This is an optimization exercise on Yosys and OpenROAD, whose aim is small area and a short achievable clock period, not a production implementation.
RTL that was checked went through simulation tests only; none was proved equivalent to the original.
Power and IR drop assume default switching activity.

== west ==
==> flow/design.v <==
module MY_CPU (clk, nRESET, instr, pc, cc, dbg_addr, dbg_data);
	input clk;
	input nRESET;
	input [15:0] instr;
	output [15:0] pc;
	output [3:0] cc;
	input [2:0] dbg_addr;
	output [15:0] dbg_data;
	reg [14:0] pc_q;   
	reg [3:0] cc;
	assign pc = {pc_q, 1'b0};
	wire [15:0] pc_c;
	assign pc_c[0] = 1'b1;
	genvar t;
	generate for (t = 0; t < 15; t = t + 1) begin : g_pc
		assign pc_c[t + 1] = pc_c[t] & pc_q[t];
	end endgenerate
	always @(posedge clk or negedge nRESET)
		if (!nRESET) pc_q <= 15'b0;
		else pc_q <= pc_q ^ pc_c[14:0];
	wire [2:0] op = instr[14:12];
	wire i = instr[11];
	wire [2:0] rD = instr[10:8];
	wire [2:0] rA = instr[7:5];
	wire [2:0] rB = instr[4:2];
	wire [15:0] imm = {{11{instr[4]}}, instr[4:0]};
	wire valid = ~(op == 3'd7 & i);   
	reg [15:0] rf [0:7];
	reg [7:0] v;
	wire [15:0] res;
	wire [7:0] we;
	genvar k;
	generate for (k = 0; k < 8; k = k + 1) begin : g_rf
		assign we[k] = valid & (rD == k);
		always @(posedge clk)
			if (we[k]) rf[k] <= res;
	end endgenerate
	always @(posedge clk or negedge nRESET)
		if (!nRESET) v <= 8'b0;
		else v <= v | we;
	function [7:0] sel;
		input [2:0] a;
		input [7:0] vv;
		integer j;
		for (j = 0; j < 8; j = j + 1)
			sel[j] = (a == j) & vv[j];
	endfunction
	function [15:0] rd;
		input [7:0] s;
		input [127:0] d;
		integer j;
		begin
			rd = 16'b0;
			for (j = 0; j < 8; j = j + 1)
				rd = rd | ({16{s[j]}} & d[16*j +: 16]);
		end
	endfunction
	wire [127:0] rflat = {rf[7], rf[6], rf[5], rf[4], rf[3], rf[2], rf[1], rf[0]};
	wire [15:0] A = rd(sel(rA, v), rflat);
	wire [15:0] rb = rd(sel(rB, v & {8{~i}}), rflat);   
	assign dbg_data = rd(sel(dbg_addr, v), rflat);
	wire [15:0] B = rb | (imm & {16{i}});
	wire sub = (op == 3'd2);
	wire [15:0] Bx = B ^ {16{sub}};
	wire [15:0] g0 = A & Bx;
	wire [15:0] p0 = A ^ Bx;
	reg [15:0] G, P;
	integer lv, b;
	always @(*) begin
		G = g0; P = p0;
		G[0] = g0[0] | (p0[0] & sub);
		for (lv = 0; lv < 4; lv = lv + 1)
			for (b = 0; b < 16; b = b + 1)
				if ((b >> lv) & 1) begin
					G[b] = G[b] | (P[b] & G[((b >> lv) << lv) - 1]);
					P[b] = P[b] & P[((b >> lv) << lv) - 1];
				end
	end
	wire [16:0] cy = {G, sub};
	wire [15:0] sum = p0 ^ cy[15:0];
	wire cout = cy[16];
	wire s_shl = (op == 3'd3);
	wire s_shr = (op == 3'd4);
	reg [15:0] sh, nx;
	integer sl;
	always @(*) begin
		sh = A;
		for (sl = 0; sl < 4; sl = sl + 1) begin
			for (b = 0; b < 16; b = b + 1)
				nx[b] = (B[sl] & s_shl & (b >= (1 << sl)) & sh[(b - (1 << sl)) & 15]) |
					(B[sl] & s_shr & (b + (1 << sl) < 16) & sh[(b + (1 << sl)) & 15]) |
					(~B[sl] & (s_shl | s_shr) & sh[b]);
			sh = nx;
		end
	end
	wire s_mov = (op == 3'd1), s_and = (op == 3'd5), s_or = (op == 3'd6), s_not = (op == 3'd7);
	wire [15:0] lg = ({16{s_mov}} & B) | ({16{s_and | s_or}} & g0) | ({16{s_or}} & p0) | ({16{s_not}} & ~B);
	wire s_add = (op == 3'd0) | (op == 3'd2);
	wire [15:0] r = ({16{s_add}} & sum) | sh | lg;
	assign res = r;
	wire [15:0] zo = {g0[14:0] | p0[14:0], sub};
	wire Z_add = ~|(p0 ^ zo);
	wire [3:0] s = instr[3:0];
	reg [15:0] m;
	integer q;
	always @(*)
		for (q = 0; q < 16; q = q + 1)
			m[q] = s_shl ? (q <= 15 - s) : (q >= s);
	wire Z_sh = ~|(A & m);
	wire Z_lg = ~|lg;
	wire N = r[15];
	wire Z = s_add ? Z_add : (s_shl | s_shr) ? Z_sh : Z_lg;
	wire C = (op == 3'd0) & cout;
	wire V = (op == 3'd3) ? (A[15] ^ sh[15]) :
		(op == 3'd0) ? ((A[15] == B[15]) & (sum[15] ^ A[15])) : 1'b0;
	always @(posedge clk or negedge nRESET)
		if (!nRESET) cc <= 4'b0;
		else if (valid & i) cc <= {N, Z, C, V};
		else cc <= 4'b0;
endmodule
==> flow/config.mk <==
export PLATFORM = sky130hd
export DESIGN_NAME = MY_CPU
export DESIGN_NICKNAME = MY_CPU
export VERILOG_FILES = /design/flow/design.v
export SDC_FILE = /design/flow/constraint.sdc
export NUM_CORES = 4
export LEC_CHECK = 0
export CAP_MARGIN = 10
export CORE_MARGIN = 2
export CORE_UTILIZATION = 40
export SETUP_SLACK_MARGIN = 2.5
export SLEW_MARGIN = 10
==> flow/constraint.sdc <==
create_clock -name core_clock -period 7.0 [get_ports {clk}]
set_input_delay 1.4000 -clock core_clock [delete_from_list [all_inputs] [get_ports {clk}]]
set_output_delay 1.4000 -clock core_clock [all_outputs]
set_load 0.01 [all_outputs]
standard.sh (not shown) runs the stock make flow with config.mk's settings and CLKGATE_MAP_FILE= SYNTH_SCRIPT=/design/flow/synth_recipe.tcl, a recipe that flattens the netlist after the stock synthesis.
==> flow/flow/run.sh <==
#!/bin/bash
# Layout flow: the standard ORFS flow with these changes:
#  - synthesis maps with flow/abc.script, the pc incrementer with flow/abc_area.script
#    (flow/my_synth.tcl swaps them into ORFS's
#    synthesis; everything else there is the standard synthesis);
#  - no full/half adder extraction in synthesis (ADDER_MAP_FILE empty);
#  - port buffers are sky130_fd_sc_hd__buf_1 instead of the resizer's default pick;
#  - clock tree from clkbuf_4/clkbuf_8 without dummy loads.
# The make output is kept in flow_make.log; ORFS's own logs stay under orfs/logs.
set -euo pipefail
here=$(pwd)
export MY_ABC_SCRIPT=$here/flow/abc.script
export MY_ABC_AREA_SCRIPT=$here/flow/abc_area.script
bash standard.sh ADDER_MAP_FILE= \
  SYNTH_SCRIPT=$here/flow/my_synth.tcl \
  "BUFFER_PORTS_ARGS=-buffer_cell sky130_fd_sc_hd__buf_1" \
  "CTS_ARGS=-sink_clustering_enable -repair_clock_nets -dont_use_dummy_load -buf_list {sky130_fd_sc_hd__clkbuf_4 sky130_fd_sc_hd__clkbuf_8}" \
  finish > flow_make.log 2>&1
==> flow/flow/abc.script <==
strash
&get -n
&st
&dch
&nf -p -D 2000
&put
topo
upsize -c
dnsize -c
==> flow/flow/abc_area.script <==
strash
&get -n
&st
&dch
&nf -p -R 0
&put
topo
==> flow/flow/my_synth.tcl <==
# The standard flow's synth_recipe.tcl (standard ORFS synthesis, no fsm/share, flattened, renamed)
# with one change: ABC maps with flow/abc.script, and the pc incrementer (the logic
# cone of the pc_q flip-flops, which has the whole cycle) is first mapped on its own
# with flow/abc_area.script for area.
proc synth {args} { yosys synth -nofsm -noshare {*}$args }
proc abc {args} {
  set i [lsearch -exact $args -script]
  if { $i >= 0 } {
    set a [lreplace $args [expr {$i + 1}] [expr {$i + 1}] $::env(MY_ABC_AREA_SCRIPT)]
    yosys select -set pcl c:pc_q* %ci1:+\[D\] %ci* t:sky130_fd_sc_hd__* %d
    yosys abc {*}$a @pcl
    set args [lreplace $args [expr {$i + 1}] [expr {$i + 1}] $::env(MY_ABC_SCRIPT)]
  }
  puts "my abc: $args"
  yosys abc {*}$args
}
source $::env(SCRIPTS_DIR)/synth.tcl
# left out here: clear keep_hierarchy, flatten, clean up, hide names made inside functions, write 1_2_yosys.v
Setup changes, west to middle
diff --git a/flow/design.v b/flow/design.v
--- a/flow/design.v
+++ b/flow/design.v
@@ -38,15 +38,23 @@
 	always @(posedge clk or negedge nRESET)
 		if (!nRESET) v <= 8'b0;
 		else v <= v | we;
 	function [7:0] sel;
 		input [2:0] a;
 		input [7:0] vv;
+		reg [3:0] lo;
+		reg [7:0] hv;
 		integer j;
-		for (j = 0; j < 8; j = j + 1)
-			sel[j] = (a == j) & vv[j];
+		begin
+			for (j = 0; j < 4; j = j + 1)
+				lo[j] = (a[1:0] == j);
+			for (j = 0; j < 8; j = j + 1)
+				hv[j] = (a[2] == j[2]) & vv[j];
+			for (j = 0; j < 8; j = j + 1)
+				sel[j] = lo[j % 4] & hv[j];
+		end
 	endfunction
 	function [15:0] rd;
 		input [7:0] s;
 		input [127:0] d;
 		integer j;
 		begin
@@ -95,14 +103,16 @@
 	end
 	wire s_mov = (op == 3'd1), s_and = (op == 3'd5), s_or = (op == 3'd6), s_not = (op == 3'd7);
 	wire [15:0] lg = ({16{s_mov}} & B) | ({16{s_and | s_or}} & g0) | ({16{s_or}} & p0) | ({16{s_not}} & ~B);
 	wire s_add = (op == 3'd0) | (op == 3'd2);
 	wire [15:0] r = ({16{s_add}} & sum) | sh | lg;
 	assign res = r;
-	wire [15:0] zo = {g0[14:0] | p0[14:0], sub};
-	wire Z_add = ~|(p0 ^ zo);
+	wire [15:0] Bi = imm ^ {16{sub}};
+	wire [15:0] zx = A ^ Bi;
+	wire [15:0] zo = {A[14:0] | Bi[14:0], sub};
+	wire Z_add = ~|(zx ^ zo);
 	wire [3:0] s = instr[3:0];
 	reg [15:0] m;
 	integer q;
 	always @(*)
 		for (q = 0; q < 16; q = q + 1)
 			m[q] = s_shl ? (q <= 15 - s) : (q >= s);
==> comparison <==
Design area of west is on par with middle.
Comparing middle and west, the lower critical path depth is on middle.
Number of antenna violations at the first check in global routing was lower in middle than in west.
middle: final critical-path share of the clock period higher than west
Summary: with west as the reference, net switching power in middle moved down by a few percent.
Compared with west, middle shows non-clock buffer count that has gone up by a few percent.
Worst reg-to-reg path cell count (lower): west
Number of placed instances, taps included ended up 20 higher on middle than on west.
Higher wire length was reported by west, not middle.
Worst setup slack after layout deteriorates in middle relative to west.
Power: middle draws less than west
Critical path launch point: instr[6] -> middle, instr[2] -> west
The RTL of west was laid out without a check of its function.

re-timing with driven ports:
In the flow no input, the clock included, has a driving cell. The finished layouts below were timed again as built, in two steps. Step 1 assumes that a clkbuf_16 drives the clock port and a buf_2 every other input. Step 2 also shifts input and output timing later by t, the mid clock arrival at the registers, as if the neighbouring blocks saw the same clock. Slacks: ideal / step 1 / step 2; pairs: ideal / step 1.
run | t (ns) | setup WS [ns] | latest minus earliest clock arrival (ns) | worst slew at a driven data input, ns
west | 0.500 | 2.463 / 2.457 / 1.957 | 0.036 / 0.036 | 0.07
middle | 0.503 | 2.381 / 2.407 / 1.904 | 0.028 / 0.028 | 0.09
After both steps every run listed still meets setup and hold. The setup slack of west, which loses most, moves by -0.006 ns with the drivers and by -0.506 ns with both steps.
